What follows belongs to an exercise in optimizing a design on an open flow for small area; a production flow would make more cautious choices. Function was checked by simulation only, so behaviour that the tests miss may differ from the original. Power is estimated from default activity; no workload was simulated.

Design Segway, start of the top module:
module Segway(clk,RST_n,LED,INERT_SS_n,INERT_MOSI,
              INERT_SCLK,INERT_MISO,A2D_SS_n,A2D_MOSI,A2D_SCLK,
              A2D_MISO,PWM_rev_rght,PWM_frwrd_rght,PWM_rev_lft,
              PWM_frwrd_lft,piezo_n,piezo,INT,RX);
  input clk,RST_n;
  input INERT_MISO;                      
  input A2D_MISO;                        
  input INT;                             
  input RX;                              
  output [7:0] LED;
  output A2D_SS_n, INERT_SS_n;
  output A2D_MOSI, INERT_MOSI;
  output A2D_SCLK, INERT_SCLK;
  output PWM_rev_rght, PWM_frwrd_rght;
  output PWM_rev_lft, PWM_frwrd_lft;
  output piezo_n,piezo;
  wire rst_n;
  wire [11:0] lft_ld, rght_ld;
  wire batt_low;
  wire vld, upd;
  wire [15:0] ptch;
  wire pwr_up;
  wire [11:0] ld_cell_diff;
  wire en_steer, rider_off;
  wire lft_rev, rght_rev;
  wire [10:0] lft_spd, rght_spd;
  wire ovr_spd;
  assign LED = 8'h00;
  reg [17:0] tmr;
  always @(posedge clk, negedge rst_n)
    if (!rst_n) tmr <= 18'h00000;
    else tmr <= tmr + 1'b1;
  Auth_blk Auth_block(.clk(clk), .rst_n(rst_n), .rider_off(rider_off), .pwr_up(pwr_up), .RX(RX));
  inert_intf Inertial_Interface(.clk(clk), .rst_n(rst_n), .tmr_full(&tmr[15:0]), .vld(vld), .upd(upd),
                                .ptch(ptch), .SS_n(INERT_SS_n), .SCLK(INERT_SCLK), .MOSI(INERT_MOSI),
                                .MISO(INERT_MISO), .INT(INT));
  balance_cntrl balance_control(.clk(clk), .rst_n(rst_n), .vld(vld), .upd(upd), .ptch(ptch),
                                .ld_cell_diff(ld_cell_diff), .lft_spd(lft_spd), .lft_rev(lft_rev),
                                .rght_spd(rght_spd), .rght_rev(rght_rev), .rider_off(rider_off),
                                .en_steer(en_steer), .pwr_up(pwr_up), .ovr_spd(ovr_spd));
  steer_en steer_enable(.clk(clk), .rst_n(rst_n), .lft_ld(lft_ld), .rght_ld(rght_ld),
  ...
==> flow/config.mk <==
export PLATFORM = sky130hd
export DESIGN_NAME = Segway
export DESIGN_NICKNAME = Segway
export VERILOG_FILES = /design/flow/design.v
export SDC_FILE = /design/flow/constraint.sdc
export NUM_CORES = 4
export LEC_CHECK = 0
export CAP_MARGIN = 20
export CORE_MARGIN = 2
export CORE_UTILIZATION = 60
export CTS_BUF_LIST = sky130_fd_sc_hd__clkbuf_8
export CTS_CLUSTER_DIAMETER = 60
export CTS_CLUSTER_SIZE = 20
export PLACE_DENSITY = 0.75
export SLEW_MARGIN = 20
==> flow/constraint.sdc <==
create_clock -name core_clock -period 20.0 [get_ports {clk}]
set_input_delay 4.0000 -clock core_clock [delete_from_list [all_inputs] [get_ports {clk}]]
set_output_delay 4.0000 -clock core_clock [all_outputs]
set_load 0.01 [all_outputs]
standard.sh (not shown) runs the stock make flow with config.mk's settings and CLKGATE_MAP_FILE= SYNTH_SCRIPT=/design/flow/synth_recipe.tcl, a recipe that flattens the netlist after the stock synthesis.
==> flow/flow/run.sh <==
#!/bin/bash
# Layout flow: the standard synthesis, a re-mapping of its combinational logic
# (same flip-flops), then the standard flow with clock tree synthesis without
# dummy loads. Each tool writes its output to a log here.
set -euo pipefail
LIB=$FLOW_HOME/platforms/$FLOW_PLATFORM/lib/sky130_fd_sc_hd__tt_025C_1v80.lib
RES=orfs/results/$FLOW_PLATFORM/Segway/base

# 1. standard synthesis
bash standard.sh synth > synth_std.log 2>&1
cp $RES/1_2_yosys.v netlist_std.v

# 2. choose full adders to implement inverted, then re-map the other logic
python3 flow/genmodels.py $LIB models.v > genmodels.log 2>&1
DONTUSE=$(sed -n '/DONT_USE_CELLS += /,/^$/p' $FLOW_HOME/platforms/$FLOW_PLATFORM/config.mk | tr ' \\' '\n\n' | grep '^sky130' | sed 's/^/-dont_use /' | tr '\n' ' ')
# a few adder polarity choices (annealing seeds) and ABC scripts; keep the smallest netlist
best=""; best_area=""
for seed in 1 2 3; do
  python3 flow/flip.py netlist_std.v flipped_$seed.v $seed > flip_$seed.log 2>&1
  for scr in a b c d; do
    tag=${seed}_$scr
    sed -e "s|@LIB@|$LIB|g" -e "s|@DONTUSE@|$DONTUSE|" -e "s|@IN@|flipped_$seed.v|" -e "s|@ABC@|flow/area_$scr.abc|" \
        -e "s|@OUT@|post_$tag.v|" -e "s|@STAT@|post_stat_$tag.txt|" flow/post.ys.in > post_$tag.ys
    yosys -s post_$tag.ys > post_$tag.log 2>&1
    area=$(awk '/Chip area for module/ {print $NF}' post_stat_$tag.txt)
    echo "$tag $area" >> post_areas.txt
    if [[ -z "$best_area" ]] || awk -v a="$area" -v b="$best_area" 'BEGIN {exit !(a < b)}'; then
      best=$tag; best_area=$area
    fi
  done
done
echo "best $best $best_area" >> post_areas.txt
cp post_$best.v netlist_post.v
cp netlist_post.v $RES/1_2_yosys.v

# 3. the netlist database again from the new netlist, then the rest of the flow
bash standard.sh synth > synth_odb.log 2>&1
bash standard.sh "CTS_ARGS=-sink_clustering_enable -repair_clock_nets -buf_list sky130_fd_sc_hd__clkbuf_8 -sink_clustering_size 20 -sink_clustering_max_diameter 60 -dont_use_dummy_load" finish > finish.log 2>&1
Other scripts of this flow, unchanged in this note and not shown: flow/flow/area_a.abc, flow/flow/area_b.abc, flow/flow/area_c.abc, flow/flow/area_d.abc, flow/flow/flip.py, flow/flow/genmodels.py, flow/flow/post.ys.in
Next try:
- CORE_UTILIZATION: 60 -> 40
- PLACE_DENSITY: 0.75 -> 0.6
Result: Register-to-register slack improved by 0.22 ns. Total power climbs by a few percent. Synthesized area is unchanged.
Next try:
--- a/flow/flow/run.sh
+++ b/flow/flow/run.sh
@@ -37,2 +37,2 @@
 bash standard.sh synth > synth_odb.log 2>&1
-bash standard.sh "CTS_ARGS=-sink_clustering_enable -repair_clock_nets -buf_list sky130_fd_sc_hd__clkbuf_8 -sink_clustering_size 20 -sink_clustering_max_diameter 60 -dont_use_dummy_load" finish > finish.log 2>&1
+bash standard.sh "CTS_ARGS=-sink_clustering_enable -repair_clock_nets -buf_list sky130_fd_sc_hd__clkbuf_8 -sink_clustering_size 25 -sink_clustering_max_diameter 50 -dont_use_dummy_load" finish > finish.log 2>&1
- CORE_UTILIZATION: 40 -> 60
- PLACE_DENSITY: 0.6 -> 0.75
Outcome: Global-route usage is higher by 7.7 points; clock skew is higher by 0.016 ns; combinational power stays flat; final cell count is lower by 8.2%; sequential power barely changes.

* * *

Another version of the RTL of Segway (not shown whole).
Size in the first run: ~1700 cells after synthesis, about 0.016 mm² of cells after synthesis.
==> flow/config.mk <==
export PLATFORM = sky130hd
export DESIGN_NAME = Segway
export DESIGN_NICKNAME = Segway
export VERILOG_FILES = /design/flow/design.v
export SDC_FILE = /design/flow/constraint.sdc
export NUM_CORES = 4
export LEC_CHECK = 0
export CAP_MARGIN = 20
export CORE_MARGIN = 2
export CORE_UTILIZATION = 60
export CTS_BUF_LIST = sky130_fd_sc_hd__clkbuf_8
export CTS_CLUSTER_DIAMETER = 60
export CTS_CLUSTER_SIZE = 20
export PLACE_DENSITY = 0.75
export SLEW_MARGIN = 20
==> flow/constraint.sdc <==
create_clock -name core_clock -period 20.0 [get_ports {clk}]
set_input_delay 4.0000 -clock core_clock [delete_from_list [all_inputs] [get_ports {clk}]]
set_output_delay 4.0000 -clock core_clock [all_outputs]
set_load 0.01 [all_outputs]
==> flow/flow/run.sh <==
#!/bin/bash
# Layout flow: the standard synthesis, a re-mapping of its combinational logic
# (same flip-flops), then the standard flow with clock tree synthesis without
# dummy loads. Each tool writes its output to a log here.
set -euo pipefail
LIB=$FLOW_HOME/platforms/$FLOW_PLATFORM/lib/sky130_fd_sc_hd__tt_025C_1v80.lib
RES=orfs/results/$FLOW_PLATFORM/Segway/base

# 1. standard synthesis
bash standard.sh synth > synth_std.log 2>&1
cp $RES/1_2_yosys.v netlist_std.v

# 2. choose full adders to implement inverted, then re-map the other logic
python3 flow/genmodels.py $LIB models.v > genmodels.log 2>&1
python3 flow/flip.py netlist_std.v flipped.v > flip.log 2>&1
DONTUSE=$(sed -n '/DONT_USE_CELLS += /,/^$/p' $FLOW_HOME/platforms/$FLOW_PLATFORM/config.mk | tr ' \\' '\n\n' | grep '^sky130' | sed 's/^/-dont_use /' | tr '\n' ' ')
sed -e "s|@LIB@|$LIB|g" -e "s|@DONTUSE@|$DONTUSE|" -e "s|@OUT@|netlist_post.v|" flow/post.ys.in > post.ys
yosys -s post.ys > post.log 2>&1
cp netlist_post.v $RES/1_2_yosys.v

# 3. the netlist database again from the new netlist, then the rest of the flow
bash standard.sh synth > synth_odb.log 2>&1
bash standard.sh "CTS_ARGS=-sink_clustering_enable -repair_clock_nets -buf_list sky130_fd_sc_hd__clkbuf_4 -sink_clustering_size 12 -sink_clustering_max_diameter 40 -dont_use_dummy_load" finish > finish.log 2>&1
==> flow/flow/area.abc <==
strash
dc2
dch -f
amap
==> flow/flow/flip.py <==
#!/usr/bin/env python3
# Choose full-adder cells to implement in inverted polarity, FA(~a,~b,~c) = ~FA(a,b,c),
# so that fewer inverters sit between adders, flip-flops and ports, and rewrite the
# netlist with explicit inversions (assign) around the flipped adders for ABC to absorb.
import re, sys, random, math, collections
src = open(sys.argv[1]).read()
OUTP = {'X', 'Y', 'Q', 'Q_N', 'SUM', 'COUT'}
cellre = re.compile(r'(\n\s*)(sky130_fd_sc_hd__\w+)\s+(\S+)\s*\((.*?)\);', re.S)
pinre = re.compile(r'\.(\w+)\(([^()]*)\)')
inst = {}
for m in cellre.finditer(src):
    t, n, body = m.group(2), m.group(3), m.group(4)
    inst[n] = (t, dict((p, v.strip()) for p, v in pinre.findall(body)))
def isinv(t): return re.search(r'__inv_\d', t) is not None
def isfa(t): return re.search(r'__fa_\d', t) is not None
def isbox(t): return re.search(r"__(fa|df|edf|dfrtn)", t) is not None
drv = {}
for n, (t, p) in inst.items():
    for pin, net in p.items():
        if pin in OUTP: drv[net] = (n, pin)
def base(net):
    inv = False
    while net in drv and isinv(inst[drv[net][0]][0]):
        net = inst[drv[net][0]][1]['A']; inv = not inv
    return net, inv
# box input consumers of each base net
cons = collections.defaultdict(list)
for n, (t, p) in inst.items():
    if not isbox(t): continue
    for pin, net in p.items():
        if pin in OUTP or pin in ('CLK', 'CLK_N', 'RESET_B', 'SET_B'): continue
        b, i = base(net)
        cons[b].append((n, pin, i))
fas = sorted(n for n, (t, p) in inst.items() if isfa(t))
flip = {n: 0 for n in fas}
# nets touched by each FA (its inputs' bases and its outputs)
touch = collections.defaultdict(set)
for b, cl in cons.items():
    for (n, pin, i) in cl:
        if n in flip: touch[n].add(b)
    if b in drv and drv[b][0] in flip: touch[drv[b][0]].add(b)
def netcost(b):
    pol = 1 if (b in drv and drv[b][0] in flip and flip[drv[b][0]]) else 0
    need = set()
    for (n, pin, i) in cons[b]:
        w = int(i) ^ (flip[n] if n in flip else 0)
        need.add(w ^ pol)
    return 1 if 1 in need else 0
def delta(n):
    before = sum(netcost(b) for b in touch[n])
    flip[n] ^= 1
    after = sum(netcost(b) for b in touch[n])
    flip[n] ^= 1
    return after - before
total = sum(netcost(b) for b in cons)
random.seed(12345)
cur = total; best = total; bestflip = dict(flip); T = 1.5
for it in range(60000):
    n = fas[random.randrange(len(fas))]
    d = delta(n)
    if d <= 0 or random.random() < math.exp(-d / T):
        flip[n] ^= 1; cur += d
        if cur < best: best = cur; bestflip = dict(flip)
    T = max(0.02, T * 0.9999)
flip = bestflip
sys.stderr.write('box-input inversions: %d -> %d, flipped %d of %d adders\n' % (total, best, sum(flip.values()), len(fas)))
# rewrite
newwires = []; assigns = []
def repl(m):
    lead, t, n, body = m.group(1), m.group(2), m.group(3), m.group(4)
    if n not in flip or not flip[n]: return m.group(0)
    key = re.sub(r'\W', '_', n)
    def pr(pm):
        pin, net = pm.group(1), pm.group(2).strip()
        w = 'flp_%s_%s' % (key, pin)
        newwires.append(w)
        if pin in ('A', 'B', 'CIN'): assigns.append('  assign %s = ~%s ;' % (w, net))
        else: assigns.append('  assign %s = ~%s ;' % (net, w))
        return '.%s(%s)' % (pin, w)
    return '%s%s %s (%s);' % (lead, t, n, pinre.sub(pr, body))
out = cellre.sub(repl, src)
i = out.index(');', out.index('module ')) + 2
out = out[:i] + '\n' + ''.join('  wire %s;\n' % w for w in newwires) + out[i:]
j = out.rindex('endmodule')
out = out[:j] + '\n'.join(assigns) + '\n' + out[j:]
open(sys.argv[2], 'w').write(out)
==> flow/flow/genmodels.py <==
# Generate Verilog models of the combinational single-output cells of a liberty file
import re,sys
lib=open(sys.argv[1]).read()
skip=re.compile(r'__(fa|fah|fahcin|fahcon|df|edf|sdf|sedf|dl|sdl|conb|ebuf|einv|bufbuf|lpflow|sdlclk|dlclk|dlrtp|dlxt|dlxb|tap|fill|decap|diode|probe|lpflow|macro|clkdlybuf|dlygate|dlymetal)')
out=[]
for m in re.finditer(r'\n\s*cell\s*\(\s*"?(sky130_fd_sc_hd__\w+)"?\s*\)\s*\{', lib):
    name=m.group(1)
    if skip.search(name): continue
    # find the cell body: up to next "\n    cell (" 
    start=m.end(); nxt=lib.find('\n    cell (', start)
    body=lib[start:nxt if nxt>0 else len(lib)]
    pins=re.findall(r'\n\s*pin\s*\(\s*"?(\w+)"?\s*\)\s*\{(.*?)\n\s{8}\}', body, re.S)
    ins=[]; outs=[]
    for pn,pb in pins:
        d=re.search(r'direction\s*:\s*"?(\w+)"?',pb)
        if not d: continue
        if d.group(1)=='input': ins.append(pn)
        elif d.group(1)=='output':
            f=re.search(r'function\s*:\s*"([^"]*)"',pb)
            outs.append((pn,f.group(1) if f else None))
    if any(f is None for _, f in outs) or not outs or not ins: continue
    body=''
    for on, f in outs:
        fn=re.sub(r'\)\s*\(', ') & (', f.replace('!','~'))
        body+='  assign %s = %s;\n' % (on, fn)
    names=[o for o, _ in outs]
    out.append('module %s(%s);\n  input %s;\n  output %s;\n%sendmodule\n' % (name, ', '.join(ins+names), ', '.join(ins), ', '.join(names), body))
open(sys.argv[2],'w').write('\n'.join(out))
print(len(out),'models')
Other scripts of this flow, unchanged in this note and not shown: flow/flow/post.ys.in
The starting point completed without violations.
==> next run, changes <==
--- a/flow/flow/run.sh
+++ b/flow/flow/run.sh
@@ -23 +23 @@
-bash standard.sh "CTS_ARGS=-sink_clustering_enable -repair_clock_nets -buf_list sky130_fd_sc_hd__clkbuf_4 -sink_clustering_size 12 -sink_clustering_max_diameter 40 -dont_use_dummy_load" finish > finish.log 2>&1
+bash standard.sh "CTS_ARGS=-sink_clustering_enable -repair_clock_nets -buf_list sky130_fd_sc_hd__clkbuf_8 -sink_clustering_size 20 -sink_clustering_max_diameter 60 -dont_use_dummy_load" finish > finish.log 2>&1
==> flow/flow/area.abc (replaced) <==
strash
dc2
&get -n
&dch -f
&nf -p -a -R 2000 -C 32
&put
--- a/flow/flow/flip.py
+++ b/flow/flow/flip.py
@@ -16 +16 @@
-def isbox(t): return re.search(r"__(fa|df|edf|dfrtn)", t) is not None
+def isbox(t): return re.search(r'__(fa|ha|df|edf|dfrtn)', t) is not None
--- a/flow/flow/genmodels.py
+++ b/flow/flow/genmodels.py
@@ -4 +4 @@
-skip=re.compile(r'__(fa|fah|fahcin|fahcon|df|edf|sdf|sedf|dl|sdl|conb|ebuf|einv|bufbuf|lpflow|sdlclk|dlclk|dlrtp|dlxt|dlxb|tap|fill|decap|diode|probe|lpflow|macro|clkdlybuf|dlygate|dlymetal)')
+skip=re.compile(r'__(fa|ha|fah|fahcin|fahcon|df|edf|sdf|sedf|dl|sdl|conb|ebuf|einv|bufbuf|lpflow|sdlclk|dlclk|dlrtp|dlxt|dlxb|tap|fill|decap|diode|probe|lpflow|macro|clkdlybuf|dlygate|dlymetal)')
@@ -21,7 +21,4 @@
-    if any(f is None for _, f in outs) or not outs or not ins: continue
-    body=''
-    for on, f in outs:
-        fn=re.sub(r'\)\s*\(', ') & (', f.replace('!','~'))
-        body+='  assign %s = %s;\n' % (on, fn)
-    names=[o for o, _ in outs]
-    out.append('module %s(%s);\n  input %s;\n  output %s;\n%sendmodule\n' % (name, ', '.join(ins+names), ', '.join(ins), ', '.join(names), body))
+    if len(outs)!=1 or outs[0][1] is None or not ins: continue
+    fn=outs[0][1].replace('!','~')
+    fn=re.sub(r'\)\s*\(', ') & (', fn)
+    out.append('module %s(%s);\n  input %s;\n  output %s;\n  assign %s = %s;\nendmodule\n' % (name, ', '.join(ins+[outs[0][0]]), ', '.join(ins), outs[0][0], outs[0][0], fn))
CORE_UTILIZATION = 40   (was 60)
PLACE_DENSITY = 0.6   (was 0.75)
- routed wire length shrinks by 4.6%
- synthesized area went up by 7.4%
- clock-buffer cell count shrinks by 10
- worst setup slack gets worse by 0.46 ns
- sequential power is about the same
- sequential cell count does not change
- synthesized cell count came out lower by 7.6%
- total power increases by 5.3%
==> next run, changes <==
CORE_UTILIZATION = 60   (was 40)
PLACE_DENSITY = 0.75   (was 0.6)
After rerunning:
- setup slack got worse by 0.15 ns
- sequential share of layout area came out higher by 0.43 points
- sequential power is about the same
- clock skew grows by 0.0064 ns
- routed wire length shrinks by 1.9%
- via count climbs by 1.2%
==> next run, changes <==
--- a/flow/flow/run.sh
+++ b/flow/flow/run.sh
@@ -23 +23 @@
-bash standard.sh "CTS_ARGS=-sink_clustering_enable -repair_clock_nets -buf_list sky130_fd_sc_hd__clkbuf_8 -sink_clustering_size 20 -sink_clustering_max_diameter 60 -dont_use_dummy_load" finish > finish.log 2>&1
+bash standard.sh "CTS_ARGS=-sink_clustering_enable -repair_clock_nets -buf_list {sky130_fd_sc_hd__clkbuf_4 sky130_fd_sc_hd__clkbuf_8 sky130_fd_sc_hd__clkbuf_16} -sink_clustering_size 20 -sink_clustering_max_diameter 60 -dont_use_dummy_load" finish > finish.log 2>&1
CORE_UTILIZATION = 40   (was 60)
PLACE_DENSITY = 0.6   (was 0.75)
After rerunning: The new run passed the timing, design-rule and antenna checks. Area after synthesis is unchanged. Wire length grows by 2.8%. Cell count is higher by 8.5%. Combinational power hardly moves.
==> next run, changes <==
--- a/flow/flow/run.sh
+++ b/flow/flow/run.sh
@@ -23 +23 @@
-bash standard.sh "CTS_ARGS=-sink_clustering_enable -repair_clock_nets -buf_list {sky130_fd_sc_hd__clkbuf_4 sky130_fd_sc_hd__clkbuf_8 sky130_fd_sc_hd__clkbuf_16} -sink_clustering_size 20 -sink_clustering_max_diameter 60 -dont_use_dummy_load" finish > finish.log 2>&1
+bash standard.sh "CTS_ARGS=-sink_clustering_enable -repair_clock_nets -buf_list sky130_fd_sc_hd__clkbuf_4 -sink_clustering_size 12 -sink_clustering_max_diameter 40 -dont_use_dummy_load" finish > finish.log 2>&1
CORE_UTILIZATION = 60   (was 40)
PLACE_DENSITY = 0.75   (was 0.6)
Sequential power is about the same.
Setup slack is worse by 0.13 ns.
Via count came out higher by 1.1%.
Area after synthesis stays the same.
Total power falls by 16%.
Fmax goes down by 0.70%.
Wire length came out lower by 3.1%.
